What follows belongs to an exercise in optimizing a design on an open flow for small area; a production flow would make more cautious choices. In this exercise RTL edits were held to simulation tests only and were not proved equivalent to the original. The flow treats the clock pin as an ideal source, which a real chip does not have. Power figures rest on the tool's default switching activity, not on a simulated workload.

== exp/juniper ==
==> flow/design.v (excerpt) <==
module Rs232_Controller(clk,reset,data_in,Rs232_Rxd,start_flag,data_out,done_flag,Rs232_Txd);
Size: ~270 cells after synthesis, ~87 flip-flops, roughly 130 I/O pins.
export LEC_CHECK = 0
export CAP_MARGIN = 20
export CORE_MARGIN = 2
export CORE_UTILIZATION = 40
export SLEW_MARGIN = 20
create_clock -name core_clock -period 10.0 [get_ports {clk}]
standard.sh (not shown) runs the stock make flow with config.mk's settings and CLKGATE_MAP_FILE= SYNTH_SCRIPT=/design/flow/synth_recipe.tcl, a recipe that flattens the netlist after the stock synthesis.
==> flow/flow/run.sh <==
#!/bin/bash
# Standard layout, with the smallest buffer (buf_1) on each input and output port
# and clock tree synthesis without dummy loads.
set -euo pipefail
bash standard.sh "BUFFER_PORTS_ARGS=-buffer_cell sky130_fd_sc_hd__buf_1" \
  "CTS_ARGS=-sink_clustering_enable -repair_clock_nets -dont_use_dummy_load" finish > standard.log 2>&1
## Diff of input files: exp/nickel against exp/juniper
-- flow/config.mk --
<<< exp/juniper, line 10
export CORE_UTILIZATION = 40
>>> exp/nickel, line 10
export CORE_UTILIZATION = 80
## What came out
Changes observed in exp/nickel relative to exp/juniper: worst slack after detailed placement lower; standard cell area after detailed placement shrank by 1.7%; die outline width went down 28%; area after synthesis saw little to no change. As far as total clock buffers created by CTS goes, exp/juniper and exp/nickel are indistinguishable; the numbers are identical. exp/nickel | ERROR | global routing. Against exp/juniper as the reference, exp/nickel delivers a higher effective utilization at floorplan. The routability congestion estimate from global placement in exp/juniper is 0.949 times that in exp/nickel. Number of placed instances with taps included, exp/juniper and exp/nickel: larger value in exp/juniper. Half-perimeter wire length of the detailed placement result, exp/nickel vs exp/juniper: up by more than a quarter.
Relative to exp/nickel, the following input files were edited for exp/umber:
-- flow/config.mk --
<<< exp/nickel, line 10
export CORE_UTILIZATION = 80
>>> exp/umber, line 10
export CORE_UTILIZATION = 60
Notes after the runs:
- The final layout from exp/umber, which completed every stage, passed the timing, DRC and antenna checks at the end of the flow.
- Reported for exp/nickel and exp/umber, number of synthesized register bits turned out identical to the last digit.
- The estimated wirelength of the detail-placed design number comes out lower for exp/umber vs exp/nickel.
- exp/umber vs. exp/nickel: share of the synthesized area in compound gates (AO/OA/AOI/OAI) now sits at about the same level; area after synthesis ~0 delta; initial core utilization decreased by 21 points relative to the old numbers; count of port buffers added during placement barely changed; chip width now sits higher.
- As far as synthesized cell count goes, exp/nickel and exp/umber are indistinguishable; the numbers are identical.
- exp/nickel and exp/umber ended up with nearly the same adder and majority cell fraction of the synthesized area.
- Area of placed instances ended up about 0.7% higher on exp/umber than on exp/nickel.
- Setup slack after placement improves in exp/umber relative to exp/nickel.
Setup changes, exp/umber to exp/raven
-- flow/flow/run.sh --
<<< exp/umber, line 6
  "CTS_ARGS=-sink_clustering_enable -repair_clock_nets -dont_use_dummy_load" finish > standard.log 2>&1
>>> exp/raven, line 6
  "CTS_ARGS=-sink_clustering_enable -repair_clock_nets -dont_use_dummy_load -sink_clustering_size 30 -sink_clustering_max_diameter 300" finish > standard.log 2>&1
-- flow/config.mk --
<<< exp/umber, line 10
export CORE_UTILIZATION = 60
>>> exp/raven, line 10
export CORE_UTILIZATION = 40
Notes after the runs:
- exp/raven finished every stage and its layout cleared the timing, DRC and antenna checks.
- exp/umber completed end to end with timing, DRC and antenna clean.
- NOTE die area exp/umber->exp/raven increased by more than a quarter
- Against exp/umber, first-iteration DRC count in exp/raven came out better.
- exp/raven — final design area excluding fillers about 1% higher, exp/umber as reference
- exp/raven against exp/umber: net switching fraction of the power now smaller, cell count now larger, compound-gate portion of the synthesized area comparable, total wire length now larger.

---

run B:
Rs232_Controller again, from the RTL that the note above started with.
Settings: LEC_CHECK=0, CAP_MARGIN=20, CORE_MARGIN=2, CORE_UTILIZATION=40, SLEW_MARGIN=20; clock period 10.0 ns.
==> flow/flow/run.sh <==
#!/bin/bash
# Standard layout with three changes:
#  - the combinational logic of the standard synthesis is mapped again for
#    area (resynth.tcl); the registers are kept exactly as synthesised, and
#    equiv.tcl proves the new netlist equal to the standard one;
#  - the smallest buffer (buf_1) on each input and output port;
#  - clock tree synthesis without dummy loads, and each leaf clock buffer
#    downsized while its clock pins' slew stays under 100 ps (post_cts.tcl).
set -euo pipefail
ARGS=("BUFFER_PORTS_ARGS=-buffer_cell sky130_fd_sc_hd__buf_1"
      "CTS_ARGS=-sink_clustering_enable -repair_clock_nets -dont_use_dummy_load"
      "POST_CTS_TCL=$PWD/flow/post_cts.tcl" "CLK_LEAF_SLEW_NS=0.100")
bash standard.sh "${ARGS[@]}" synth > standard_synth.log 2>&1

RES=orfs/results/$FLOW_PLATFORM/Rs232_Controller/base
export LIB=$FLOW_HOME/platforms/sky130hd/lib/sky130_fd_sc_hd__tt_025C_1v80.lib
export TOP=$FLOW_TOP
export IN=$PWD/std_1_2_yosys.v
export OUT=$PWD/resynth_1_2_yosys.v
export ABC_SCRIPT=$PWD/flow/resynth.abc
cp $RES/1_2_yosys.v "$IN"
export SEQ_CELLS="$(grep -oE 'sky130_fd_sc_hd__(e|s|se)?df[a-z0-9_]+|sky130_fd_sc_hd__s?dl[a-z]*[xr][a-z0-9_]*|sky130_fd_sc_hd__s?dlclkp[a-z0-9_]*' "$IN" | sort -u | tr '\n' ' ')"
export DONT_USE="$(sed -n '/^export DONT_USE_CELLS/,/^$/p' $FLOW_HOME/platforms/sky130hd/config.mk | grep -oE 'sky130_fd_sc_hd__[a-z0-9_]+' | sed 's/^/-dont_use /' | tr '\n' ' ')"
yosys -c flow/resynth.tcl > resynth.log 2>&1
yosys -c flow/check.tcl > check.log 2>&1
yosys -c flow/equiv.tcl > equiv.log 2>&1
cp "$OUT" $RES/1_2_yosys.v

bash standard.sh "${ARGS[@]}" finish > standard.log 2>&1
Other scripts of this flow, unchanged in this note and not shown: flow/flow/check.tcl, flow/flow/equiv.tcl, flow/flow/post_cts.tcl, flow/flow/resynth.abc, flow/flow/resynth.tcl
What run C does differently from run B at the input level:
- CORE_UTILIZATION now 60, was 40
## What came out
Mean routed wirelength per cell was higher in run C than in run B.
Cell area after layout went down slightly going from run B to run C.
Final worst hold slack came out higher on run C than on run B.
Sort run B and run C by placed cell count, descending, and run B comes first.
As far as non-clock buffer area fraction after layout is concerned, run B and run C perform about the same.
Summary: with run B as the reference, post-DP HPWL in run C moved down by a few percent.
On clock-cell share of area, run B and run C are neck and neck.

separate check: timing with driven ports:
No port has a modelled driver above. Below, the same layouts with a new extraction and two added sets of constraints.
Step 1 assumes that a clkbuf_16 drives the clock port and a buf_2 every other input.
Step 2 moves the port delays by t, midway between the first and last clock arrival at a register: inputs arrive t later, outputs are due t later. That takes back most of the time a late clock gives input paths.
a / b / c = ideal / step 1 / step 2; a / b = the first two.
run	shift t [ns]	setup WS [ns]	hold WS [ns]	worst setup path at the end
exp/juniper	0.366	6.599 / 6.569 / 6.702	0.441 / 0.441 / 0.441	input to register
exp/umber	0.362	6.653 / 6.623 / 6.699	0.439 / 0.439 / 0.439	input to register
exp/raven	0.366	6.599 / 6.569 / 6.702	0.441 / 0.441 / 0.441	input to register
run B	0.363	6.528 / 6.499 / 6.862	0.436 / 0.436 / 0.436	register to output
run C	0.370	6.461 / 6.430 / 6.800	0.448 / 0.448 / 0.448	register to output
After both steps setup and hold are still met in every run listed.
